This design comes from an exercise in tuning for small area on the open sky130 flow, not from production work.
No functional check of the RTL was part of any run shown here.

--- flow/design.v ---
module sqrt_u32 (
    input  wire        clk,
    input  wire        rst_n,
    input  wire        valid_in,
    input  wire [31:0] data_i,
    output wire        valid_out,
    output wire [15:0] data_o
);
    reg [2:0] v;
    always @(posedge clk or negedge rst_n)
        if (!rst_n) v <= 3'd0;
        else v <= {v[1:0], valid_in};
    assign valid_out = v[2];
    wire [7:0] r7_d;
    reg  [7:0] r7_q;
    wire [6:0] q7_d;
    reg  [6:0] q7_q;
    wire [17:0] x7_d;
    reg  [17:0] x7_q;
    always @(posedge clk) begin
        r7_q <= r7_d;
        q7_q <= q7_d;
        x7_q <= x7_d;
    end
    wire [11:0] r11_d;
    reg  [11:0] r11_q;
    wire [10:0] q11_d;
    reg  [10:0] q11_q;
    wire [9:0] x11_d;
    reg  [9:0] x11_q;
    always @(posedge clk) begin
        r11_q <= r11_d;
        q11_q <= q11_d;
        x11_q <= x11_d;
    end
    wire [15:0] q16_d;
    reg  [15:0] q16_q;
    always @(posedge clk) begin
        q16_q <= q16_d;
    end
    sqrt_seg0 u_seg0 (.x0(data_i), .r7(r7_d), .q7(q7_d), .x7(x7_d));
    sqrt_seg1 u_seg1 (.r7(r7_q), .q7(q7_q), .x7(x7_q), .r11(r11_d), .q11(q11_d), .x11(x11_d));
    sqrt_seg2 u_seg2 (.r11(r11_q), .q11(q11_q), .x11(x11_q), .q16(q16_d));
    assign data_o = q16_q;
endmodule
module sqrt_seg0 (
    input  wire [31:0] x0,
    output wire [7:0] r7,
    output wire [6:0] q7,
    output wire [17:0] x7
);
    wire [1:0] t0 = x0[31:30];
    wire [1:0] d0 = t0 - 2'd1;
    wire ge0 = |t0;
    wire [1:0] r1 = ge0 ? d0[1:0] : t0[1:0];
    wire [29:0] x1 = x0[29:0];
    wire [0:0] q1 = ge0;
    wire [3:0] t1 = {r1, x1[29:28]};
    wire [3:0] n1 = {1'b1, ~q1, 2'b10};
    wire [4:0] c1;
    wire [3:0] d1;
    assign c1[0] = 1'b1;
    assign d1[0] = t1[0] ^ n1[0] ^ c1[0];
    assign c1[1] = (t1[0] & n1[0]) | (t1[0] & c1[0]) | (n1[0] & c1[0]);
    assign d1[1] = t1[1] ^ n1[1] ^ c1[1];
    assign c1[2] = (t1[1] & n1[1]) | (t1[1] & c1[1]) | (n1[1] & c1[1]);
    assign d1[2] = t1[2] ^ n1[2] ^ c1[2];
    assign c1[3] = (t1[2] & n1[2]) | (t1[2] & c1[2]) | (n1[2] & c1[2]);
    assign d1[3] = t1[3] ^ n1[3] ^ c1[3];
    assign c1[4] = (t1[3] & n1[3]) | (t1[3] & c1[3]) | (n1[3] & c1[3]);
    wire ge1 = c1[4];
    wire [2:0] r2 = t1[2:0] ^ ({3{ge1}} & (n1[2:0] ^ c1[2:0]));
    wire [27:0] x2 = x1[27:0];
    wire [1:0] q2 = {q1, ge1};
    wire [4:0] t2 = {r2, x2[27:26]};
    wire [4:0] n2 = {1'b1, ~q2, 2'b10};
    wire [5:0] c2;
    wire [4:0] d2;
    assign c2[0] = 1'b1;
    assign d2[0] = t2[0] ^ n2[0] ^ c2[0];
    assign c2[1] = (t2[0] & n2[0]) | (t2[0] & c2[0]) | (n2[0] & c2[0]);
    assign d2[1] = t2[1] ^ n2[1] ^ c2[1];
    assign c2[2] = (t2[1] & n2[1]) | (t2[1] & c2[1]) | (n2[1] & c2[1]);
    assign d2[2] = t2[2] ^ n2[2] ^ c2[2];
    assign c2[3] = (t2[2] & n2[2]) | (t2[2] & c2[2]) | (n2[2] & c2[2]);
    assign d2[3] = t2[3] ^ n2[3] ^ c2[3];
    assign c2[4] = (t2[3] & n2[3]) | (t2[3] & c2[3]) | (n2[3] & c2[3]);
    assign d2[4] = t2[4] ^ n2[4] ^ c2[4];
    assign c2[5] = (t2[4] & n2[4]) | (t2[4] & c2[4]) | (n2[4] & c2[4]);
    wire ge2 = c2[5];
    wire [3:0] r3 = t2[3:0] ^ ({4{ge2}} & (n2[3:0] ^ c2[3:0]));
    wire [25:0] x3 = x2[25:0];
    wire [2:0] q3 = {q2, ge2};
    wire [5:0] t3 = {r3, x3[25:24]};
    wire [5:0] n3 = {1'b1, ~q3, 2'b10};
    wire [6:0] c3;
    wire [5:0] d3;
    assign c3[0] = 1'b1;
    assign d3[0] = t3[0] ^ n3[0] ^ c3[0];
    assign c3[1] = (t3[0] & n3[0]) | (t3[0] & c3[0]) | (n3[0] & c3[0]);
    assign d3[1] = t3[1] ^ n3[1] ^ c3[1];
    assign c3[2] = (t3[1] & n3[1]) | (t3[1] & c3[1]) | (n3[1] & c3[1]);
    assign d3[2] = t3[2] ^ n3[2] ^ c3[2];
    assign c3[3] = (t3[2] & n3[2]) | (t3[2] & c3[2]) | (n3[2] & c3[2]);
    assign d3[3] = t3[3] ^ n3[3] ^ c3[3];
    assign c3[4] = (t3[3] & n3[3]) | (t3[3] & c3[3]) | (n3[3] & c3[3]);
    assign d3[4] = t3[4] ^ n3[4] ^ c3[4];
    assign c3[5] = (t3[4] & n3[4]) | (t3[4] & c3[4]) | (n3[4] & c3[4]);
    assign d3[5] = t3[5] ^ n3[5] ^ c3[5];
    assign c3[6] = (t3[5] & n3[5]) | (t3[5] & c3[5]) | (n3[5] & c3[5]);
    wire ge3 = c3[6];
    wire [4:0] r4 = t3[4:0] ^ ({5{ge3}} & (n3[4:0] ^ c3[4:0]));
    wire [23:0] x4 = x3[23:0];
    wire [3:0] q4 = {q3, ge3};
    wire [6:0] t4 = {r4, x4[23:22]};
    wire [6:0] n4 = {1'b1, ~q4, 2'b10};
    wire [7:0] c4;
    wire [6:0] d4;
    assign c4[0] = 1'b1;
    assign d4[0] = t4[0] ^ n4[0] ^ c4[0];
    assign c4[1] = (t4[0] & n4[0]) | (t4[0] & c4[0]) | (n4[0] & c4[0]);
    assign d4[1] = t4[1] ^ n4[1] ^ c4[1];
    assign c4[2] = (t4[1] & n4[1]) | (t4[1] & c4[1]) | (n4[1] & c4[1]);
    assign d4[2] = t4[2] ^ n4[2] ^ c4[2];
    assign c4[3] = (t4[2] & n4[2]) | (t4[2] & c4[2]) | (n4[2] & c4[2]);
    assign d4[3] = t4[3] ^ n4[3] ^ c4[3];
    assign c4[4] = (t4[3] & n4[3]) | (t4[3] & c4[3]) | (n4[3] & c4[3]);
    assign d4[4] = t4[4] ^ n4[4] ^ c4[4];
    assign c4[5] = (t4[4] & n4[4]) | (t4[4] & c4[4]) | (n4[4] & c4[4]);
    assign d4[5] = t4[5] ^ n4[5] ^ c4[5];
    assign c4[6] = (t4[5] & n4[5]) | (t4[5] & c4[5]) | (n4[5] & c4[5]);
    assign d4[6] = t4[6] ^ n4[6] ^ c4[6];
    assign c4[7] = (t4[6] & n4[6]) | (t4[6] & c4[6]) | (n4[6] & c4[6]);
    wire ge4 = c4[7];
    wire [5:0] r5 = t4[5:0] ^ ({6{ge4}} & (n4[5:0] ^ c4[5:0]));
    wire [21:0] x5 = x4[21:0];
    wire [4:0] q5 = {q4, ge4};
    wire [7:0] t5 = {r5, x5[21:20]};
    wire [7:0] n5 = {1'b1, ~q5, 2'b10};
    wire [8:0] c5;
    wire [7:0] d5;
    assign c5[0] = 1'b1;
    assign d5[0] = t5[0] ^ n5[0] ^ c5[0];
    assign c5[1] = (t5[0] & n5[0]) | (t5[0] & c5[0]) | (n5[0] & c5[0]);
    assign d5[1] = t5[1] ^ n5[1] ^ c5[1];
    assign c5[2] = (t5[1] & n5[1]) | (t5[1] & c5[1]) | (n5[1] & c5[1]);
    assign d5[2] = t5[2] ^ n5[2] ^ c5[2];
    assign c5[3] = (t5[2] & n5[2]) | (t5[2] & c5[2]) | (n5[2] & c5[2]);
    assign d5[3] = t5[3] ^ n5[3] ^ c5[3];
    assign c5[4] = (t5[3] & n5[3]) | (t5[3] & c5[3]) | (n5[3] & c5[3]);
    assign d5[4] = t5[4] ^ n5[4] ^ c5[4];
    assign c5[5] = (t5[4] & n5[4]) | (t5[4] & c5[4]) | (n5[4] & c5[4]);
    assign d5[5] = t5[5] ^ n5[5] ^ c5[5];
    assign c5[6] = (t5[5] & n5[5]) | (t5[5] & c5[5]) | (n5[5] & c5[5]);
    assign d5[6] = t5[6] ^ n5[6] ^ c5[6];
    assign c5[7] = (t5[6] & n5[6]) | (t5[6] & c5[6]) | (n5[6] & c5[6]);
    assign d5[7] = t5[7] ^ n5[7] ^ c5[7];
    assign c5[8] = (t5[7] & n5[7]) | (t5[7] & c5[7]) | (n5[7] & c5[7]);
    wire ge5 = c5[8];
    wire [6:0] r6 = t5[6:0] ^ ({7{ge5}} & (n5[6:0] ^ c5[6:0]));
    wire [19:0] x6 = x5[19:0];
    wire [5:0] q6 = {q5, ge5};
    wire [8:0] t6 = {r6, x6[19:18]};
    wire [8:0] n6 = {1'b1, ~q6, 2'b10};
    wire [9:0] c6;
    wire [8:0] d6;
    assign c6[0] = 1'b1;
    assign d6[0] = t6[0] ^ n6[0] ^ c6[0];
    assign c6[1] = (t6[0] & n6[0]) | (t6[0] & c6[0]) | (n6[0] & c6[0]);
    assign d6[1] = t6[1] ^ n6[1] ^ c6[1];
    assign c6[2] = (t6[1] & n6[1]) | (t6[1] & c6[1]) | (n6[1] & c6[1]);
    assign d6[2] = t6[2] ^ n6[2] ^ c6[2];
    assign c6[3] = (t6[2] & n6[2]) | (t6[2] & c6[2]) | (n6[2] & c6[2]);
    assign d6[3] = t6[3] ^ n6[3] ^ c6[3];
    assign c6[4] = (t6[3] & n6[3]) | (t6[3] & c6[3]) | (n6[3] & c6[3]);
    assign d6[4] = t6[4] ^ n6[4] ^ c6[4];
    assign c6[5] = (t6[4] & n6[4]) | (t6[4] & c6[4]) | (n6[4] & c6[4]);
    assign d6[5] = t6[5] ^ n6[5] ^ c6[5];
    assign c6[6] = (t6[5] & n6[5]) | (t6[5] & c6[5]) | (n6[5] & c6[5]);
    assign d6[6] = t6[6] ^ n6[6] ^ c6[6];
    assign c6[7] = (t6[6] & n6[6]) | (t6[6] & c6[6]) | (n6[6] & c6[6]);
    assign d6[7] = t6[7] ^ n6[7] ^ c6[7];
    assign c6[8] = (t6[7] & n6[7]) | (t6[7] & c6[7]) | (n6[7] & c6[7]);
    assign d6[8] = t6[8] ^ n6[8] ^ c6[8];
    assign c6[9] = (t6[8] & n6[8]) | (t6[8] & c6[8]) | (n6[8] & c6[8]);
    wire ge6 = c6[9];
    assign r7 = t6[7:0] ^ ({8{ge6}} & (n6[7:0] ^ c6[7:0]));
    assign x7 = x6[17:0];
    assign q7 = {q6, ge6};
endmodule
module sqrt_seg1 (
    input  wire [7:0] r7,
    input  wire [6:0] q7,
    input  wire [17:0] x7,
    output wire [11:0] r11,
    output wire [10:0] q11,
    output wire [9:0] x11
);
    wire [9:0] t7 = {r7, x7[17:16]};
    wire [9:0] n7 = {1'b1, ~q7, 2'b10};
    wire [10:0] c7;
    wire [9:0] d7;
    assign c7[0] = 1'b1;
    assign d7[0] = t7[0] ^ n7[0] ^ c7[0];
    assign c7[1] = (t7[0] & n7[0]) | (t7[0] & c7[0]) | (n7[0] & c7[0]);
    assign d7[1] = t7[1] ^ n7[1] ^ c7[1];
    assign c7[2] = (t7[1] & n7[1]) | (t7[1] & c7[1]) | (n7[1] & c7[1]);
    assign d7[2] = t7[2] ^ n7[2] ^ c7[2];
    assign c7[3] = (t7[2] & n7[2]) | (t7[2] & c7[2]) | (n7[2] & c7[2]);
    assign d7[3] = t7[3] ^ n7[3] ^ c7[3];
    assign c7[4] = (t7[3] & n7[3]) | (t7[3] & c7[3]) | (n7[3] & c7[3]);
    assign d7[4] = t7[4] ^ n7[4] ^ c7[4];
    assign c7[5] = (t7[4] & n7[4]) | (t7[4] & c7[4]) | (n7[4] & c7[4]);
    assign d7[5] = t7[5] ^ n7[5] ^ c7[5];
    assign c7[6] = (t7[5] & n7[5]) | (t7[5] & c7[5]) | (n7[5] & c7[5]);
    assign d7[6] = t7[6] ^ n7[6] ^ c7[6];
    assign c7[7] = (t7[6] & n7[6]) | (t7[6] & c7[6]) | (n7[6] & c7[6]);
    assign d7[7] = t7[7] ^ n7[7] ^ c7[7];
    assign c7[8] = (t7[7] & n7[7]) | (t7[7] & c7[7]) | (n7[7] & c7[7]);
    assign d7[8] = t7[8] ^ n7[8] ^ c7[8];
    assign c7[9] = (t7[8] & n7[8]) | (t7[8] & c7[8]) | (n7[8] & c7[8]);
    assign d7[9] = t7[9] ^ n7[9] ^ c7[9];
    assign c7[10] = (t7[9] & n7[9]) | (t7[9] & c7[9]) | (n7[9] & c7[9]);
    wire ge7 = c7[10];
    wire [8:0] r8 = t7[8:0] ^ ({9{ge7}} & (n7[8:0] ^ c7[8:0]));
    wire [15:0] x8 = x7[15:0];
    wire [7:0] q8 = {q7, ge7};
    wire [10:0] t8 = {r8, x8[15:14]};
    wire [10:0] n8 = {1'b1, ~q8, 2'b10};
    wire [11:0] c8;
    wire [10:0] d8;
    assign c8[0] = 1'b1;
    assign d8[0] = t8[0] ^ n8[0] ^ c8[0];
    assign c8[1] = (t8[0] & n8[0]) | (t8[0] & c8[0]) | (n8[0] & c8[0]);
    assign d8[1] = t8[1] ^ n8[1] ^ c8[1];
    assign c8[2] = (t8[1] & n8[1]) | (t8[1] & c8[1]) | (n8[1] & c8[1]);
    assign d8[2] = t8[2] ^ n8[2] ^ c8[2];
    assign c8[3] = (t8[2] & n8[2]) | (t8[2] & c8[2]) | (n8[2] & c8[2]);
    assign d8[3] = t8[3] ^ n8[3] ^ c8[3];
    assign c8[4] = (t8[3] & n8[3]) | (t8[3] & c8[3]) | (n8[3] & c8[3]);
    assign d8[4] = t8[4] ^ n8[4] ^ c8[4];
    assign c8[5] = (t8[4] & n8[4]) | (t8[4] & c8[4]) | (n8[4] & c8[4]);
    assign d8[5] = t8[5] ^ n8[5] ^ c8[5];
    assign c8[6] = (t8[5] & n8[5]) | (t8[5] & c8[5]) | (n8[5] & c8[5]);
    assign d8[6] = t8[6] ^ n8[6] ^ c8[6];
    assign c8[7] = (t8[6] & n8[6]) | (t8[6] & c8[6]) | (n8[6] & c8[6]);
    assign d8[7] = t8[7] ^ n8[7] ^ c8[7];
    assign c8[8] = (t8[7] & n8[7]) | (t8[7] & c8[7]) | (n8[7] & c8[7]);
    assign d8[8] = t8[8] ^ n8[8] ^ c8[8];
    assign c8[9] = (t8[8] & n8[8]) | (t8[8] & c8[8]) | (n8[8] & c8[8]);
    assign d8[9] = t8[9] ^ n8[9] ^ c8[9];
    assign c8[10] = (t8[9] & n8[9]) | (t8[9] & c8[9]) | (n8[9] & c8[9]);
    assign d8[10] = t8[10] ^ n8[10] ^ c8[10];
    assign c8[11] = (t8[10] & n8[10]) | (t8[10] & c8[10]) | (n8[10] & c8[10]);
    wire ge8 = c8[11];
    wire [9:0] r9 = t8[9:0] ^ ({10{ge8}} & (n8[9:0] ^ c8[9:0]));
    wire [13:0] x9 = x8[13:0];
    wire [8:0] q9 = {q8, ge8};
    wire [11:0] t9 = {r9, x9[13:12]};
    wire [11:0] n9 = {1'b1, ~q9, 2'b10};
    wire [12:0] c9;
    wire [11:0] d9;
    assign c9[0] = 1'b1;
    assign d9[0] = t9[0] ^ n9[0] ^ c9[0];
    assign c9[1] = (t9[0] & n9[0]) | (t9[0] & c9[0]) | (n9[0] & c9[0]);
    assign d9[1] = t9[1] ^ n9[1] ^ c9[1];
    assign c9[2] = (t9[1] & n9[1]) | (t9[1] & c9[1]) | (n9[1] & c9[1]);
    assign d9[2] = t9[2] ^ n9[2] ^ c9[2];
    assign c9[3] = (t9[2] & n9[2]) | (t9[2] & c9[2]) | (n9[2] & c9[2]);
    assign d9[3] = t9[3] ^ n9[3] ^ c9[3];
    assign c9[4] = (t9[3] & n9[3]) | (t9[3] & c9[3]) | (n9[3] & c9[3]);
    assign d9[4] = t9[4] ^ n9[4] ^ c9[4];
    assign c9[5] = (t9[4] & n9[4]) | (t9[4] & c9[4]) | (n9[4] & c9[4]);
    assign d9[5] = t9[5] ^ n9[5] ^ c9[5];
    assign c9[6] = (t9[5] & n9[5]) | (t9[5] & c9[5]) | (n9[5] & c9[5]);
    assign d9[6] = t9[6] ^ n9[6] ^ c9[6];
    assign c9[7] = (t9[6] & n9[6]) | (t9[6] & c9[6]) | (n9[6] & c9[6]);
    assign d9[7] = t9[7] ^ n9[7] ^ c9[7];
    assign c9[8] = (t9[7] & n9[7]) | (t9[7] & c9[7]) | (n9[7] & c9[7]);
    assign d9[8] = t9[8] ^ n9[8] ^ c9[8];
    assign c9[9] = (t9[8] & n9[8]) | (t9[8] & c9[8]) | (n9[8] & c9[8]);
    assign d9[9] = t9[9] ^ n9[9] ^ c9[9];
    assign c9[10] = (t9[9] & n9[9]) | (t9[9] & c9[9]) | (n9[9] & c9[9]);
    assign d9[10] = t9[10] ^ n9[10] ^ c9[10];
    assign c9[11] = (t9[10] & n9[10]) | (t9[10] & c9[10]) | (n9[10] & c9[10]);
    assign d9[11] = t9[11] ^ n9[11] ^ c9[11];
    assign c9[12] = (t9[11] & n9[11]) | (t9[11] & c9[11]) | (n9[11] & c9[11]);
    wire ge9 = c9[12];
    wire [10:0] r10 = t9[10:0] ^ ({11{ge9}} & (n9[10:0] ^ c9[10:0]));
    wire [11:0] x10 = x9[11:0];
    wire [9:0] q10 = {q9, ge9};
    wire [12:0] t10 = {r10, x10[11:10]};
    wire [12:0] n10 = {1'b1, ~q10, 2'b10};
    wire [13:0] c10;
    wire [12:0] d10;
    assign c10[0] = 1'b1;
    assign d10[0] = t10[0] ^ n10[0] ^ c10[0];
    assign c10[1] = (t10[0] & n10[0]) | (t10[0] & c10[0]) | (n10[0] & c10[0]);
    assign d10[1] = t10[1] ^ n10[1] ^ c10[1];
    assign c10[2] = (t10[1] & n10[1]) | (t10[1] & c10[1]) | (n10[1] & c10[1]);
    assign d10[2] = t10[2] ^ n10[2] ^ c10[2];
    assign c10[3] = (t10[2] & n10[2]) | (t10[2] & c10[2]) | (n10[2] & c10[2]);
    assign d10[3] = t10[3] ^ n10[3] ^ c10[3];
    assign c10[4] = (t10[3] & n10[3]) | (t10[3] & c10[3]) | (n10[3] & c10[3]);
    assign d10[4] = t10[4] ^ n10[4] ^ c10[4];
    assign c10[5] = (t10[4] & n10[4]) | (t10[4] & c10[4]) | (n10[4] & c10[4]);
    assign d10[5] = t10[5] ^ n10[5] ^ c10[5];
    assign c10[6] = (t10[5] & n10[5]) | (t10[5] & c10[5]) | (n10[5] & c10[5]);
    assign d10[6] = t10[6] ^ n10[6] ^ c10[6];
    assign c10[7] = (t10[6] & n10[6]) | (t10[6] & c10[6]) | (n10[6] & c10[6]);
    assign d10[7] = t10[7] ^ n10[7] ^ c10[7];
    assign c10[8] = (t10[7] & n10[7]) | (t10[7] & c10[7]) | (n10[7] & c10[7]);
    assign d10[8] = t10[8] ^ n10[8] ^ c10[8];
    assign c10[9] = (t10[8] & n10[8]) | (t10[8] & c10[8]) | (n10[8] & c10[8]);
    assign d10[9] = t10[9] ^ n10[9] ^ c10[9];
    assign c10[10] = (t10[9] & n10[9]) | (t10[9] & c10[9]) | (n10[9] & c10[9]);
    assign d10[10] = t10[10] ^ n10[10] ^ c10[10];
    assign c10[11] = (t10[10] & n10[10]) | (t10[10] & c10[10]) | (n10[10] & c10[10]);
    assign d10[11] = t10[11] ^ n10[11] ^ c10[11];
    assign c10[12] = (t10[11] & n10[11]) | (t10[11] & c10[11]) | (n10[11] & c10[11]);
    assign d10[12] = t10[12] ^ n10[12] ^ c10[12];
    assign c10[13] = (t10[12] & n10[12]) | (t10[12] & c10[12]) | (n10[12] & c10[12]);
    wire ge10 = c10[13];
    assign r11 = t10[11:0] ^ ({12{ge10}} & (n10[11:0] ^ c10[11:0]));
    assign x11 = x10[9:0];
    assign q11 = {q10, ge10};
endmodule
module sqrt_seg2 (
    input  wire [11:0] r11,
    input  wire [10:0] q11,
    input  wire [9:0] x11,
    output wire [15:0] q16
);
    wire [13:0] t11 = {r11, x11[9:8]};
    wire [13:0] n11 = {1'b1, ~q11, 2'b10};
    wire [14:0] c11;
    wire [13:0] d11;
    assign c11[0] = 1'b1;
    assign d11[0] = t11[0] ^ n11[0] ^ c11[0];
    assign c11[1] = (t11[0] & n11[0]) | (t11[0] & c11[0]) | (n11[0] & c11[0]);
    assign d11[1] = t11[1] ^ n11[1] ^ c11[1];
    assign c11[2] = (t11[1] & n11[1]) | (t11[1] & c11[1]) | (n11[1] & c11[1]);
    assign d11[2] = t11[2] ^ n11[2] ^ c11[2];
    assign c11[3] = (t11[2] & n11[2]) | (t11[2] & c11[2]) | (n11[2] & c11[2]);
    assign d11[3] = t11[3] ^ n11[3] ^ c11[3];
    assign c11[4] = (t11[3] & n11[3]) | (t11[3] & c11[3]) | (n11[3] & c11[3]);
    assign d11[4] = t11[4] ^ n11[4] ^ c11[4];
    assign c11[5] = (t11[4] & n11[4]) | (t11[4] & c11[4]) | (n11[4] & c11[4]);
    assign d11[5] = t11[5] ^ n11[5] ^ c11[5];
    assign c11[6] = (t11[5] & n11[5]) | (t11[5] & c11[5]) | (n11[5] & c11[5]);
    assign d11[6] = t11[6] ^ n11[6] ^ c11[6];
    assign c11[7] = (t11[6] & n11[6]) | (t11[6] & c11[6]) | (n11[6] & c11[6]);
    assign d11[7] = t11[7] ^ n11[7] ^ c11[7];
    assign c11[8] = (t11[7] & n11[7]) | (t11[7] & c11[7]) | (n11[7] & c11[7]);
    assign d11[8] = t11[8] ^ n11[8] ^ c11[8];
    assign c11[9] = (t11[8] & n11[8]) | (t11[8] & c11[8]) | (n11[8] & c11[8]);
    assign d11[9] = t11[9] ^ n11[9] ^ c11[9];
    assign c11[10] = (t11[9] & n11[9]) | (t11[9] & c11[9]) | (n11[9] & c11[9]);
    assign d11[10] = t11[10] ^ n11[10] ^ c11[10];
    assign c11[11] = (t11[10] & n11[10]) | (t11[10] & c11[10]) | (n11[10] & c11[10]);
    assign d11[11] = t11[11] ^ n11[11] ^ c11[11];
    assign c11[12] = (t11[11] & n11[11]) | (t11[11] & c11[11]) | (n11[11] & c11[11]);
    assign d11[12] = t11[12] ^ n11[12] ^ c11[12];
    assign c11[13] = (t11[12] & n11[12]) | (t11[12] & c11[12]) | (n11[12] & c11[12]);
    assign d11[13] = t11[13] ^ n11[13] ^ c11[13];
    assign c11[14] = (t11[13] & n11[13]) | (t11[13] & c11[13]) | (n11[13] & c11[13]);
    wire ge11 = c11[14];
    wire [12:0] r12 = t11[12:0] ^ ({13{ge11}} & (n11[12:0] ^ c11[12:0]));
    wire [7:0] x12 = x11[7:0];
    wire [11:0] q12 = {q11, ge11};
    wire [14:0] t12 = {r12, x12[7:6]};
    wire [14:0] n12 = {1'b1, ~q12, 2'b10};
    wire [15:0] c12;
    wire [14:0] d12;
    assign c12[0] = 1'b1;
    assign d12[0] = t12[0] ^ n12[0] ^ c12[0];
    assign c12[1] = (t12[0] & n12[0]) | (t12[0] & c12[0]) | (n12[0] & c12[0]);
    assign d12[1] = t12[1] ^ n12[1] ^ c12[1];
    assign c12[2] = (t12[1] & n12[1]) | (t12[1] & c12[1]) | (n12[1] & c12[1]);
    assign d12[2] = t12[2] ^ n12[2] ^ c12[2];
    assign c12[3] = (t12[2] & n12[2]) | (t12[2] & c12[2]) | (n12[2] & c12[2]);
    assign d12[3] = t12[3] ^ n12[3] ^ c12[3];
    assign c12[4] = (t12[3] & n12[3]) | (t12[3] & c12[3]) | (n12[3] & c12[3]);
    assign d12[4] = t12[4] ^ n12[4] ^ c12[4];
    assign c12[5] = (t12[4] & n12[4]) | (t12[4] & c12[4]) | (n12[4] & c12[4]);
    assign d12[5] = t12[5] ^ n12[5] ^ c12[5];
    assign c12[6] = (t12[5] & n12[5]) | (t12[5] & c12[5]) | (n12[5] & c12[5]);
    assign d12[6] = t12[6] ^ n12[6] ^ c12[6];
    assign c12[7] = (t12[6] & n12[6]) | (t12[6] & c12[6]) | (n12[6] & c12[6]);
    assign d12[7] = t12[7] ^ n12[7] ^ c12[7];
    assign c12[8] = (t12[7] & n12[7]) | (t12[7] & c12[7]) | (n12[7] & c12[7]);
    assign d12[8] = t12[8] ^ n12[8] ^ c12[8];
    assign c12[9] = (t12[8] & n12[8]) | (t12[8] & c12[8]) | (n12[8] & c12[8]);
    assign d12[9] = t12[9] ^ n12[9] ^ c12[9];
    assign c12[10] = (t12[9] & n12[9]) | (t12[9] & c12[9]) | (n12[9] & c12[9]);
    assign d12[10] = t12[10] ^ n12[10] ^ c12[10];
    assign c12[11] = (t12[10] & n12[10]) | (t12[10] & c12[10]) | (n12[10] & c12[10]);
    assign d12[11] = t12[11] ^ n12[11] ^ c12[11];
    assign c12[12] = (t12[11] & n12[11]) | (t12[11] & c12[11]) | (n12[11] & c12[11]);
    assign d12[12] = t12[12] ^ n12[12] ^ c12[12];
    assign c12[13] = (t12[12] & n12[12]) | (t12[12] & c12[12]) | (n12[12] & c12[12]);
    assign d12[13] = t12[13] ^ n12[13] ^ c12[13];
    assign c12[14] = (t12[13] & n12[13]) | (t12[13] & c12[13]) | (n12[13] & c12[13]);
    assign d12[14] = t12[14] ^ n12[14] ^ c12[14];
    assign c12[15] = (t12[14] & n12[14]) | (t12[14] & c12[14]) | (n12[14] & c12[14]);
    wire ge12 = c12[15];
    wire [13:0] r13 = t12[13:0] ^ ({14{ge12}} & (n12[13:0] ^ c12[13:0]));
    wire [5:0] x13 = x12[5:0];
    wire [12:0] q13 = {q12, ge12};
    wire [15:0] t13 = {r13, x13[5:4]};
    wire [15:0] n13 = {1'b1, ~q13, 2'b10};
    wire [16:0] c13;
    wire [15:0] d13;
    assign c13[0] = 1'b1;
    assign d13[0] = t13[0] ^ n13[0] ^ c13[0];
    assign c13[1] = (t13[0] & n13[0]) | (t13[0] & c13[0]) | (n13[0] & c13[0]);
    assign d13[1] = t13[1] ^ n13[1] ^ c13[1];
    assign c13[2] = (t13[1] & n13[1]) | (t13[1] & c13[1]) | (n13[1] & c13[1]);
    assign d13[2] = t13[2] ^ n13[2] ^ c13[2];
    assign c13[3] = (t13[2] & n13[2]) | (t13[2] & c13[2]) | (n13[2] & c13[2]);
    assign d13[3] = t13[3] ^ n13[3] ^ c13[3];
    assign c13[4] = (t13[3] & n13[3]) | (t13[3] & c13[3]) | (n13[3] & c13[3]);
    assign d13[4] = t13[4] ^ n13[4] ^ c13[4];
    assign c13[5] = (t13[4] & n13[4]) | (t13[4] & c13[4]) | (n13[4] & c13[4]);
    assign d13[5] = t13[5] ^ n13[5] ^ c13[5];
    assign c13[6] = (t13[5] & n13[5]) | (t13[5] & c13[5]) | (n13[5] & c13[5]);
    assign d13[6] = t13[6] ^ n13[6] ^ c13[6];
    assign c13[7] = (t13[6] & n13[6]) | (t13[6] & c13[6]) | (n13[6] & c13[6]);
    assign d13[7] = t13[7] ^ n13[7] ^ c13[7];
    assign c13[8] = (t13[7] & n13[7]) | (t13[7] & c13[7]) | (n13[7] & c13[7]);
    assign d13[8] = t13[8] ^ n13[8] ^ c13[8];
    assign c13[9] = (t13[8] & n13[8]) | (t13[8] & c13[8]) | (n13[8] & c13[8]);
    assign d13[9] = t13[9] ^ n13[9] ^ c13[9];
    assign c13[10] = (t13[9] & n13[9]) | (t13[9] & c13[9]) | (n13[9] & c13[9]);
    assign d13[10] = t13[10] ^ n13[10] ^ c13[10];
    assign c13[11] = (t13[10] & n13[10]) | (t13[10] & c13[10]) | (n13[10] & c13[10]);
    assign d13[11] = t13[11] ^ n13[11] ^ c13[11];
    assign c13[12] = (t13[11] & n13[11]) | (t13[11] & c13[11]) | (n13[11] & c13[11]);
    assign d13[12] = t13[12] ^ n13[12] ^ c13[12];
    assign c13[13] = (t13[12] & n13[12]) | (t13[12] & c13[12]) | (n13[12] & c13[12]);
    assign d13[13] = t13[13] ^ n13[13] ^ c13[13];
    assign c13[14] = (t13[13] & n13[13]) | (t13[13] & c13[13]) | (n13[13] & c13[13]);
    assign d13[14] = t13[14] ^ n13[14] ^ c13[14];
    assign c13[15] = (t13[14] & n13[14]) | (t13[14] & c13[14]) | (n13[14] & c13[14]);
    assign d13[15] = t13[15] ^ n13[15] ^ c13[15];
    assign c13[16] = (t13[15] & n13[15]) | (t13[15] & c13[15]) | (n13[15] & c13[15]);
    wire ge13 = c13[16];
    wire [14:0] r14 = t13[14:0] ^ ({15{ge13}} & (n13[14:0] ^ c13[14:0]));
    wire [3:0] x14 = x13[3:0];
    wire [13:0] q14 = {q13, ge13};
    wire [16:0] t14 = {r14, x14[3:2]};
    wire [16:0] n14 = {1'b1, ~q14, 2'b10};
    wire [17:0] c14;
    wire [16:0] d14;
    assign c14[0] = 1'b1;
    assign d14[0] = t14[0] ^ n14[0] ^ c14[0];
    assign c14[1] = (t14[0] & n14[0]) | (t14[0] & c14[0]) | (n14[0] & c14[0]);
    assign d14[1] = t14[1] ^ n14[1] ^ c14[1];
    assign c14[2] = (t14[1] & n14[1]) | (t14[1] & c14[1]) | (n14[1] & c14[1]);
    assign d14[2] = t14[2] ^ n14[2] ^ c14[2];
    assign c14[3] = (t14[2] & n14[2]) | (t14[2] & c14[2]) | (n14[2] & c14[2]);
    assign d14[3] = t14[3] ^ n14[3] ^ c14[3];
    assign c14[4] = (t14[3] & n14[3]) | (t14[3] & c14[3]) | (n14[3] & c14[3]);
    assign d14[4] = t14[4] ^ n14[4] ^ c14[4];
    assign c14[5] = (t14[4] & n14[4]) | (t14[4] & c14[4]) | (n14[4] & c14[4]);
    assign d14[5] = t14[5] ^ n14[5] ^ c14[5];
    assign c14[6] = (t14[5] & n14[5]) | (t14[5] & c14[5]) | (n14[5] & c14[5]);
    assign d14[6] = t14[6] ^ n14[6] ^ c14[6];
    assign c14[7] = (t14[6] & n14[6]) | (t14[6] & c14[6]) | (n14[6] & c14[6]);
    assign d14[7] = t14[7] ^ n14[7] ^ c14[7];
    assign c14[8] = (t14[7] & n14[7]) | (t14[7] & c14[7]) | (n14[7] & c14[7]);
    assign d14[8] = t14[8] ^ n14[8] ^ c14[8];
    assign c14[9] = (t14[8] & n14[8]) | (t14[8] & c14[8]) | (n14[8] & c14[8]);
    assign d14[9] = t14[9] ^ n14[9] ^ c14[9];
    assign c14[10] = (t14[9] & n14[9]) | (t14[9] & c14[9]) | (n14[9] & c14[9]);
    assign d14[10] = t14[10] ^ n14[10] ^ c14[10];
    assign c14[11] = (t14[10] & n14[10]) | (t14[10] & c14[10]) | (n14[10] & c14[10]);
    assign d14[11] = t14[11] ^ n14[11] ^ c14[11];
    assign c14[12] = (t14[11] & n14[11]) | (t14[11] & c14[11]) | (n14[11] & c14[11]);
    assign d14[12] = t14[12] ^ n14[12] ^ c14[12];
    assign c14[13] = (t14[12] & n14[12]) | (t14[12] & c14[12]) | (n14[12] & c14[12]);
    assign d14[13] = t14[13] ^ n14[13] ^ c14[13];
    assign c14[14] = (t14[13] & n14[13]) | (t14[13] & c14[13]) | (n14[13] & c14[13]);
    assign d14[14] = t14[14] ^ n14[14] ^ c14[14];
    assign c14[15] = (t14[14] & n14[14]) | (t14[14] & c14[14]) | (n14[14] & c14[14]);
    assign d14[15] = t14[15] ^ n14[15] ^ c14[15];
    assign c14[16] = (t14[15] & n14[15]) | (t14[15] & c14[15]) | (n14[15] & c14[15]);
    assign d14[16] = t14[16] ^ n14[16] ^ c14[16];
    assign c14[17] = (t14[16] & n14[16]) | (t14[16] & c14[16]) | (n14[16] & c14[16]);
    wire ge14 = c14[17];
    wire [17:0] a1_a = {d14[15:0], x14[1:0]};
    wire [17:0] a1_n = ~({1'b0, q14, 3'b101});
    wire [18:0] a1_c;
    assign a1_c[0] = 1'b1;
    assign a1_c[1] = (a1_a[0] & a1_n[0]) | (a1_a[0] & a1_c[0]) | (a1_n[0] & a1_c[0]);
    assign a1_c[2] = (a1_a[1] & a1_n[1]) | (a1_a[1] & a1_c[1]) | (a1_n[1] & a1_c[1]);
    assign a1_c[3] = (a1_a[2] & a1_n[2]) | (a1_a[2] & a1_c[2]) | (a1_n[2] & a1_c[2]);
    assign a1_c[4] = (a1_a[3] & a1_n[3]) | (a1_a[3] & a1_c[3]) | (a1_n[3] & a1_c[3]);
    assign a1_c[5] = (a1_a[4] & a1_n[4]) | (a1_a[4] & a1_c[4]) | (a1_n[4] & a1_c[4]);
    assign a1_c[6] = (a1_a[5] & a1_n[5]) | (a1_a[5] & a1_c[5]) | (a1_n[5] & a1_c[5]);
    assign a1_c[7] = (a1_a[6] & a1_n[6]) | (a1_a[6] & a1_c[6]) | (a1_n[6] & a1_c[6]);
    assign a1_c[8] = (a1_a[7] & a1_n[7]) | (a1_a[7] & a1_c[7]) | (a1_n[7] & a1_c[7]);
    assign a1_c[9] = (a1_a[8] & a1_n[8]) | (a1_a[8] & a1_c[8]) | (a1_n[8] & a1_c[8]);
    assign a1_c[10] = (a1_a[9] & a1_n[9]) | (a1_a[9] & a1_c[9]) | (a1_n[9] & a1_c[9]);
    assign a1_c[11] = (a1_a[10] & a1_n[10]) | (a1_a[10] & a1_c[10]) | (a1_n[10] & a1_c[10]);
    assign a1_c[12] = (a1_a[11] & a1_n[11]) | (a1_a[11] & a1_c[11]) | (a1_n[11] & a1_c[11]);
    assign a1_c[13] = (a1_a[12] & a1_n[12]) | (a1_a[12] & a1_c[12]) | (a1_n[12] & a1_c[12]);
    assign a1_c[14] = (a1_a[13] & a1_n[13]) | (a1_a[13] & a1_c[13]) | (a1_n[13] & a1_c[13]);
    assign a1_c[15] = (a1_a[14] & a1_n[14]) | (a1_a[14] & a1_c[14]) | (a1_n[14] & a1_c[14]);
    assign a1_c[16] = (a1_a[15] & a1_n[15]) | (a1_a[15] & a1_c[15]) | (a1_n[15] & a1_c[15]);
    assign a1_c[17] = (a1_a[16] & a1_n[16]) | (a1_a[16] & a1_c[16]) | (a1_n[16] & a1_c[16]);
    assign a1_c[18] = (a1_a[17] & a1_n[17]) | (a1_a[17] & a1_c[17]) | (a1_n[17] & a1_c[17]);
    wire a1 = a1_c[18];
    wire [17:0] a0_a = {t14[15:0], x14[1:0]};
    wire [17:0] a0_n = ~({1'b0, q14, 3'b001});
    wire [18:0] a0_c;
    assign a0_c[0] = 1'b1;
    assign a0_c[1] = (a0_a[0] & a0_n[0]) | (a0_a[0] & a0_c[0]) | (a0_n[0] & a0_c[0]);
    assign a0_c[2] = (a0_a[1] & a0_n[1]) | (a0_a[1] & a0_c[1]) | (a0_n[1] & a0_c[1]);
    assign a0_c[3] = (a0_a[2] & a0_n[2]) | (a0_a[2] & a0_c[2]) | (a0_n[2] & a0_c[2]);
    assign a0_c[4] = (a0_a[3] & a0_n[3]) | (a0_a[3] & a0_c[3]) | (a0_n[3] & a0_c[3]);
    assign a0_c[5] = (a0_a[4] & a0_n[4]) | (a0_a[4] & a0_c[4]) | (a0_n[4] & a0_c[4]);
    assign a0_c[6] = (a0_a[5] & a0_n[5]) | (a0_a[5] & a0_c[5]) | (a0_n[5] & a0_c[5]);
    assign a0_c[7] = (a0_a[6] & a0_n[6]) | (a0_a[6] & a0_c[6]) | (a0_n[6] & a0_c[6]);
    assign a0_c[8] = (a0_a[7] & a0_n[7]) | (a0_a[7] & a0_c[7]) | (a0_n[7] & a0_c[7]);
    assign a0_c[9] = (a0_a[8] & a0_n[8]) | (a0_a[8] & a0_c[8]) | (a0_n[8] & a0_c[8]);
    assign a0_c[10] = (a0_a[9] & a0_n[9]) | (a0_a[9] & a0_c[9]) | (a0_n[9] & a0_c[9]);
    assign a0_c[11] = (a0_a[10] & a0_n[10]) | (a0_a[10] & a0_c[10]) | (a0_n[10] & a0_c[10]);
    assign a0_c[12] = (a0_a[11] & a0_n[11]) | (a0_a[11] & a0_c[11]) | (a0_n[11] & a0_c[11]);
    assign a0_c[13] = (a0_a[12] & a0_n[12]) | (a0_a[12] & a0_c[12]) | (a0_n[12] & a0_c[12]);
    assign a0_c[14] = (a0_a[13] & a0_n[13]) | (a0_a[13] & a0_c[13]) | (a0_n[13] & a0_c[13]);
    assign a0_c[15] = (a0_a[14] & a0_n[14]) | (a0_a[14] & a0_c[14]) | (a0_n[14] & a0_c[14]);
    assign a0_c[16] = (a0_a[15] & a0_n[15]) | (a0_a[15] & a0_c[15]) | (a0_n[15] & a0_c[15]);
    assign a0_c[17] = (a0_a[16] & a0_n[16]) | (a0_a[16] & a0_c[16]) | (a0_n[16] & a0_c[16]);
    assign a0_c[18] = (a0_a[17] & a0_n[17]) | (a0_a[17] & a0_c[17]) | (a0_n[17] & a0_c[17]);
    wire a0 = a0_c[18];
    wire ge15 = ge14 ? a1 : a0;
    assign q16 = {q14, ge14, ge15};
endmodule
--- flow/flow/run.sh ---
#!/bin/bash
# Standard layout (standard.sh), except that synthesis skips Yosys's full-adder extraction
# (ADDER_MAP_FILE empty), so ABC maps the carry chains itself, and the ports get buf_1
# buffers.
export BUFFER_PORTS_ARGS="-buffer_cell sky130_fd_sc_hd__buf_1"
set -euo pipefail
export ADDER_MAP_FILE=
bash standard.sh > standard.log 2>&1
--- flow/standard.sh ---
#!/bin/bash
# synth_recipe.tcl (not shown) runs the flow's synth.tcl, then flattens the netlist and writes it again
# the make line also repeats each setting of config.mk as NAME=value (left out here)
make -C /OpenROAD-flow-scripts/flow DESIGN_CONFIG=/design/flow/config.mk WORK_HOME=/design/flow/orfs CLKGATE_MAP_FILE= SYNTH_SCRIPT=/design/flow/synth_recipe.tcl "${@:-finish}"
--- flow/config.mk ---
export PLATFORM = sky130hd
export DESIGN_NAME = sqrt_u32
export DESIGN_NICKNAME = sqrt_u32
export VERILOG_FILES = /design/flow/design.v
export SDC_FILE = /design/flow/constraint.sdc
export NUM_CORES = 4
export LEC_CHECK = 0
export ABC_AREA = 1
export CAP_MARGIN = 20
export CORE_MARGIN = 2
export CORE_UTILIZATION = 55
export CTS_BUF_LIST = sky130_fd_sc_hd__clkbuf_8
export PLACE_DENSITY = 0.65
export SLEW_MARGIN = 20
--- flow/constraint.sdc ---
create_clock -name core_clock -period 9.0 [get_ports {clk}]
set_input_delay 1.8000 -clock core_clock [delete_from_list [all_inputs] [get_ports {clk}]]
set_output_delay 1.8000 -clock core_clock [all_outputs]
set_load 0.01 [all_outputs]
==> results of run 1 <==
## registers in the layout (all words and copies together), names as in the netlist
signal / flops
r7_q: 8
r11_q: 12
x11_q: 10
v: 3
q16_q: 16
q7_q: 7
x7_q: 18
q11_q: 11
## layout make-up
class | instances | area (um^2) | share of cell area
multi-input cells | 797 | 4927 | 0.5482
clock inverters | 6 | 75.07 | 0.008353
well taps | 143 | 178.9 | 0.01991
repair buffers | 219 | 1468 | 0.1633
flip-flops and latches | 85 | 1724 | 0.1918
clock buffers | 10 | 137.6 | 0.01531
inverters | 125 | 476.7 | 0.05304
## worst min-delay path by stage
| stage | startpoint | endpoint | slack [ns] | cells past startpoint |
|---|---|---|---|---|
| after global routing | x7_q[9] | x11_q[9] | 0.34 | 0 |
| after floorplan | x7_q[0] | x11_q[0] | 0.31 | 0 |
| after detailed placement | x7_q[2] | x11_q[2] | 0.31 | 0 |
| after global placement | x7_q[6] | x11_q[6] | 0.31 | 0 |
| final | x7_q[4] | x11_q[4] | 0.32 | 0 |
| after CTS | x7_q[4] | x11_q[4] | 0.33 | 0 |
## cell families (layout without fill, tap and decap cells)
kind of cell / Yosys count / count (layout) / synth area share
AOI/OAI and AO/OA: 70 / 70 / 0.06319
xor gates and xnor gates: 97 / 97 / 0.1349
buffers and inverters: 139 / 360 / 0.08822
DFF: 85 / 85 / 0.2726
and+or+nand+nor: 630 / 630 / 0.4411
## Yosys cell counts
cell type | n | area [um^2]
dfxtp_1 | 82 | 1642
nand3_2 | 5 | 50.05
o21ai_0 | 27 | 135.1
inv_1 | 119 | 446.7
a21oi_2 | 1 | 8.760
or2_1 | 5 | 31.28
inv_4 | 3 | 18.77
a21oi_1 | 18 | 90.09
nand2_1 | 345 | 1295
nor2_1 | 60 | 225.2
buf_2 | 3 | 15.01
clkinv_1 | 2 | 7.510
o22ai_1 | 8 | 50.05
nor3_1 | 5 | 25.02
nand2_2 | 33 | 206.5
buf_6 | 3 | 33.78
o221ai_1 | 2 | 17.52
o21ba_2 | 2 | 20.02
xor2_1 | 64 | 560.5
dfrtp_1 | 3 | 75.07
o21ai_2 | 1 | 8.760
and2_1 | 1 | 6.260
or2_2 | 7 | 43.79
o211ai_1 | 4 | 30.03
clkbuf_1 | 8 | 30.03
nand3b_1 | 11 | 82.58
nand2_4 | 1 | 11.26
o21ai_1 | 6 | 30.03
inv_2 | 1 | 3.750
nand3_1 | 156 | 780.8
xnor2_1 | 33 | 289.0
nand2_8 | 1 | 20.02
a21boi_1 | 1 | 7.510
## routing by layer
layer,GRT usage,wire [um],up-vias
li1,-,-,3654
met1,0.2976,7192,3251
met2,0.5141,10000,198
met3,0.04702,853,61
met4,0.1042,683,0
met5,0,0,-
## through the flow
step / instances / cell area [um^2]
floorplan: 1021 / 6297
global route: 1385 / 8987
finish: 1385 / 8987
detailed placement: 1328 / 7542
CTS: 1351 / 8013
global placement: 1328 / 7542
## timing repair
item / 4_1_cts / 5_1_grt
pin swaps: 19 / 88
setup buffers: 7 / 34
gates cloned: 0 / 0
endpoints found under the setup margin: 12 / 24
hold endpoints to repair: 0 / 0
gates resized for setup: 58 / 212
==> impl_results.rst, run 1 <==
.. list-table::
   :header-rows: 1

   * - Metric
     - Value
   * - Tightest slew margin relative to the limit
     - 0.6668
   * - Number of buffers inserted by port buffering
     - 51
   * - CTS tree
     - built
   * - Post-route antenna net violation count
     - 0
   * - Placement Setup Slack
     - -0.2650 ns
   * - Fraction of layout cells with a size suffix above 1
     - 0.3824
   * - Number of buffers inserted for hold repair after clock tree synthesis
     - 0
   * - Antenna violations before repair
     - 0
   * - Worst path most repeated cell
     - nand2_2
   * - Mean area per synthesized cell
     - 6.168 um^2
   * - Number of vias after detailed routing
     - 7164
   * - Commonest cells after routing, fill and taps aside
     - 215 x nand2_1, 164 x buf_4, 158 x nand2_2
   * - Min-delay worst type
     - register to register
   * - Final Hold Fails
     - 0
   * - Layout overhead on the synthesized area
     - 42.72%
   * - First drt pass iteration count
     - 4
   * - Data arrival time of the critical path
     - 9.48 ns
   * - Critical path's slowest cell
     - dfxtp_2
   * - I/O pin total
     - 52
   * - Number of gates on the worst path with buffers counted
     - 79
   * - Setup tns final
     - -1.162 ns
   * - Clock-pin slew reported for the worst setup and hold paths after clock tree synthesis
     - 0.10 ns
   * - Die area
     - 0.01232 mm^2
   * - Run status
     - complete, but fails checks
   * - Maximum clock insertion buffer count
     - 2
   * - RSZ-0062 raised after global routing
     - yes
   * - Count of mapped cells out of synthesis
     - 1021
   * - Period utilisation layout
     - 1.017
   * - Placer Congestion
     - 0.9065
   * - Number of core rows
     - 39
   * - Antenna cells
     - 0
   * - Max H-tree Level
     - 3
   * - Number of sinks driven by the clock tree
     - 85
   * - Most common cell after layout, fill and taps aside
     - nand2_1
   * - Sequential fraction of the synthesis area
     - 0.2726
   * - Worst reg-to-reg path cell count
     - 79
   * - Capturing instance or port of the critical path
     - r11_q[2]
   * - Setup Crit Path Kind
     - register to register
   * - Die Span X
     - 111 um
   * - Final hold slack
     - 0.3216 ns
   * - Largest delay contributor family on the critical path
     - simple AND/OR/NAND/NOR gates
   * - Final HPWL from detailed placement
     - 12590 um
   * - Seq cells post-synth
     - 85
   * - Count of unresolved DRC violations after routing
     - 0
   * - Final wirelength
     - 18730 um
   * - Number of buffers inserted during clock tree synthesis
     - 9
   * - Area of the core
     - 0.01127 mm^2
   * - Reg-to-Reg End
     - r11_q[2]
   * - Worst slew pin tran
     - 0.4963 ns
   * - Synthesis Warnings
     - 1
   * - Pin count of the biggest net entering global routing
     - 17
   * - Setup violators final
     - 13
   * - CP bufs+invs
     - 6
   * - Final layout net count
     - 1272
   * - Final-layout fill cell count
     - 838
   * - Remaining global-route overflow
     - 0
   * - Clock latency on the worst-skew pair
     - 0.40 ns
   * - Starting Density
     - 0.5587
   * - Detailed router's first-iteration violation count
     - 289
   * - Final routed wire length divided by cell count
     - 13.52 um
   * - Highest net fanout along the worst path
     - 5
   * - Max-cap violation count
     - 0
   * - Via count of the first global-routing pass
     - 6443
   * - First-pass GRT wire length
     - 27350 um
   * - Final core area utilization
     - 0.7973
   * - Total GRT Usage
     - 0.2707
   * - Post-synthesis net count
     - 1056
   * - Longest individual stage delay on the worst path
     - 0.33 ns
   * - Clock Tree Root
     - clkbuf_8
   * - Ratio of routed vias to standard cells
     - 5.173
   * - Die height
     - 111 um
   * - Worst setup slack after layout
     - -0.1540 ns
   * - Minimum period implied by the final worst setup slack
     - 9.154 ns
   * - Element type at the critical path end
     - register
   * - Max Clk Rate
     - 109.2 MHz
   * - Setup slack, reg-to-reg
     - -0.15 ns
   * - Launch point of the worst path
     - x7_q[17]
   * - Final-report max-slew violation count
     - 0
   * - Area of the mapped netlist
     - 0.006297 mm^2
   * - Number of distinct library cells after synthesis
     - 33
   * - Max Clock Skew
     - 0.01401 ns
   * - Violated checks
     - negative setup slack
   * - Element type at the critical path start
     - register
   * - Launching point of the worst reg2reg path
     - x7_q[17]
   * - Required time of the worst setup path
     - 9.33 ns
==> run 2: changes to the inputs <==
--- a/flow/config.mk
+++ b/flow/config.mk
@@ -10,5 +10,6 @@
 export CORE_MARGIN = 2
 export CORE_UTILIZATION = 55
 export CTS_BUF_LIST = sky130_fd_sc_hd__clkbuf_8
+export GPL_TIMING_DRIVEN = 0
 export PLACE_DENSITY = 0.65
 export SLEW_MARGIN = 20
==> impl_results.rst, run 2 <==
.. list-table::
   :header-rows: 1

   * - Metric
     - Value
   * - Clock-pin slew reported for the worst setup and hold paths after clock tree synthesis
     - 0.10 ns
   * - Setup violators final
     - 15
   * - RSZ-0062 raised after global routing
     - yes
   * - Total GRT Usage
     - 0.2536
   * - Max Clk Rate
     - 104.4 MHz
   * - Maximum clock insertion buffer count
     - 2
   * - Highest net fanout along the worst path
     - 5
   * - Max Clock Skew
     - 0.01741 ns
   * - Number of core rows
     - 39
   * - Count of mapped cells out of synthesis
     - 1021
   * - Filler-free cell count of the finished design
     - 1301
   * - Final HPWL from detailed placement
     - 10890 um
   * - Critical path's slowest cell
     - dfxtp_4
   * - Minimum period implied by the final worst setup slack
     - 9.580 ns
   * - Placement Setup Slack
     - -0.9691 ns
   * - Period utilisation layout
     - 1.064
   * - Starting Density
     - 0.5587
   * - Via count of the first global-routing pass
     - 5934
   * - Fraction of layout cells with a size suffix above 1
     - 0.3575
   * - Remaining global-route overflow
     - 0
   * - Element type at the critical path end
     - register
   * - First drt pass iteration count
     - 6
   * - Die Span X
     - 111 um
   * - Most flops, register
     - x7_q
   * - Clock latency on the worst-skew pair
     - 0.41 ns
   * - Share of the synthesized area in the top cell type
     - 0.2607
   * - Max H-tree Level
     - 3
   * - Number of sinks driven by the clock tree
     - 85
   * - Violated checks
     - negative setup slack
   * - Mean area per synthesized cell
     - 6.168 um^2
   * - Number of enable flip-flop cells after synthesis
     - 0
   * - Flip-flop count of the largest register after layout
     - 18
   * - Die area
     - 0.01232 mm^2
   * - Tightest slew margin relative to the limit
     - 0.6164
   * - First-pass GRT wire length
     - 25920 um
   * - Largest delay contributor family on the critical path
     - simple AND/OR/NAND/NOR gates
   * - Area of the core
     - 0.01127 mm^2
   * - Number of buffers inserted during clock tree synthesis
     - 9
   * - Post-route antenna net violation count
     - 0
   * - Final layout net count
     - 1188
   * - Ratio of routed vias to standard cells
     - 5.254
   * - Worst slew pin tran
     - 0.5755 ns
   * - Number of placed instances with taps included
     - 1215
   * - Most used DFF post-synth
     - dfxtp_1
   * - Layout overhead on the synthesized area
     - 38.09%
   * - CTS tree
     - built
   * - Seq cells post-synth
     - 85
   * - Post-synthesis net count
     - 1056
   * - Element type at the critical path start
     - register
   * - Setup Crit Path Kind
     - register to register
   * - Largest area contributor in the synthesized netlist
     - dfxtp_1
   * - CP bufs+invs
     - 4
   * - Longest individual stage delay on the worst path
     - 0.37 ns
   * - Most repeated cell in the gate-level netlist after synthesis
     - nand2_1
   * - Clock Tree Root
     - clkbuf_8
   * - Asr flop ratio synth
     - 0.03529
   * - Commonest cells after routing, fill and taps aside
     - 206 x nand2_1, 153 x nand2_2, 110 x inv_1
   * - Top Registers
     - x7_q (18), q16_q (16), r11_q (12)
   * - Antenna cells
     - 0
   * - Synthesis Warnings
     - 1
   * - Detailed router's first-iteration violation count
     - 293
   * - Most common library cells after synthesis
     - 345 x nand2_1, 156 x nand3_1, 119 x inv_1, 82 x dfxtp_1, 64 x xor2_1
   * - I/O pin total
     - 52
   * - Run status
     - complete, but fails checks
   * - Required time of the worst setup path
     - 9.33 ns
   * - Number of buffers inserted by port buffering
     - 51
   * - Data arrival time of the critical path
     - 9.91 ns
   * - Sequential fraction of the synthesis area
     - 0.2726
   * - Number of distinct library cells after synthesis
     - 33
   * - Placer Congestion
     - 0.8405
   * - Number of vias after detailed routing
     - 6835
   * - Antenna violations before repair
     - 0
   * - Worst setup slack after layout
     - -0.5802 ns
   * - Synth area leaders
     - dfxtp_1 26%, nand2_1 21%, nand3_1 12%, xor2_1 8.9%, inv_1 7.1%
   * - Count of unresolved DRC violations after routing
     - 0
   * - Die height
     - 111 um
   * - Worst path most repeated cell
     - nand2_2
   * - Final routed wire length divided by cell count
     - 13.91 um
   * - Final Hold Fails
     - 0
   * - Most common cell after layout, fill and taps aside
     - nand2_1
   * - Final wirelength
     - 18090 um
   * - Pin count of the biggest net entering global routing
     - 19
   * - Area of the mapped netlist
     - 0.006297 mm^2
   * - Min-delay worst type
     - register to register
   * - Max-cap violation count
     - 0
   * - Final-report max-slew violation count
     - 0
[run 2: cell count changes in the layout (fill, tap and decap cells not counted), moves of 4 or more]
| cell | delta |
|---|---|
| buf_4 | -98 |
| nand2_4 | +15 |
| nand2_1 | -9 |
| nand3_4 | +8 |
| nand3_2 | -7 |
| o21ai_1 | -6 |
| clkbuf_1 | +5 |
| nand2_2 | -5 |
| a21oi_4 | +4 |
| inv_1 | -4 |
| inv_8 | +4 |
| nor2_4 | +4 |
[run 2: kinds of logic after synthesis]
logic type	after synthesis	share of synthesized area
and+or+nand+nor	630	0.4411
xor gates and xnor gates	97	0.1349
buffers and inverters	139	0.08822
DFF	85	0.2726
AOI/OAI and AO/OA	70	0.06319
[run 2: what timing repair did]
action                                  4_1_cts  5_1_grt
hold buffers                                  0        0
gates cloned                                  2        0
pin swaps                                    41       98
endpoints found under the setup margin       24       24
resized for setup                           146      211
buffers inserted                             29       43
[run 2: path summary, 6_finish.rpt]
kind                           from       end  slack (ns)  cells after the start
max                        x7_q[17]  r11_q[2]       -0.58                     75
min                         x7_q[7]  x11_q[7]        0.33                      0
max reg2reg                x7_q[17]  r11_q[2]       -0.58                     75
min reg2reg                 x7_q[7]  x11_q[7]        0.33                      0
max in group asynchronous     rst_n      v[2]        7.68                      1
min in group asynchronous     rst_n      v[1]        1.18                      1
[run 2: layer usage]
metal	share of wire	track usage
met2	0.51	0.4695
met1	0.41	0.2879
met4	0.039	0.09083
met3	0.039	0.05030
met5	0	0
[run 2: per-stage QoR]
stage	cell area [um^2]	util	hold slack, ns	TNS, ns
after floorplan	6297	-	0.3096	0
after global placement	6668	0.5915	0.3099	-16.47
after detailed placement	6668	0.5915	0.3138	-18.55
after CTS	7590	0.6733	0.3368	-0.06644
after global routing	8696	0.7715	0.3443	-15.64
final	8696	0.7715	0.3341	-5.777
[run 2: cell type report]
cell class / instances / area [um^2]
clock buffer: 9 / 123.9
timing repair buffer: 123 / 754.5
buffer: 11 / 85.08
tap: 143 / 178.9
fill: 838 / 2576
multi-input combinational: 798 / 5244
sequential: 85 / 1734
inverter: 125 / 500.5
clock inverter: 7 / 75.07

[what the ideal ports hide]
In the flow no input, the clock included, has a driving cell. The finished layouts below were timed again as built, in two steps. Step 1: set_driving_cell puts a clkbuf_16 on clk and a buf_2 on each other input, an assumption about the parent block. Step 2 adds t to the input delays and takes it off the output delays; t is the mean of the earliest and latest rising clock arrival at the registers after step 1. Input paths then give back, and output paths get back, about the clock's delay inside the block. Slacks: ideal / step 1 / step 2; pairs: ideal / step 1.
run | t (ns) | setup slack, ns | latest minus earliest clock arrival (ns)
run 1 | 0.428 | -0.154 / -0.154 / -0.154 | 0.014 / 0.014
run 2 | 0.435 | -0.580 / -0.580 / -0.580 | 0.018 / 0.017
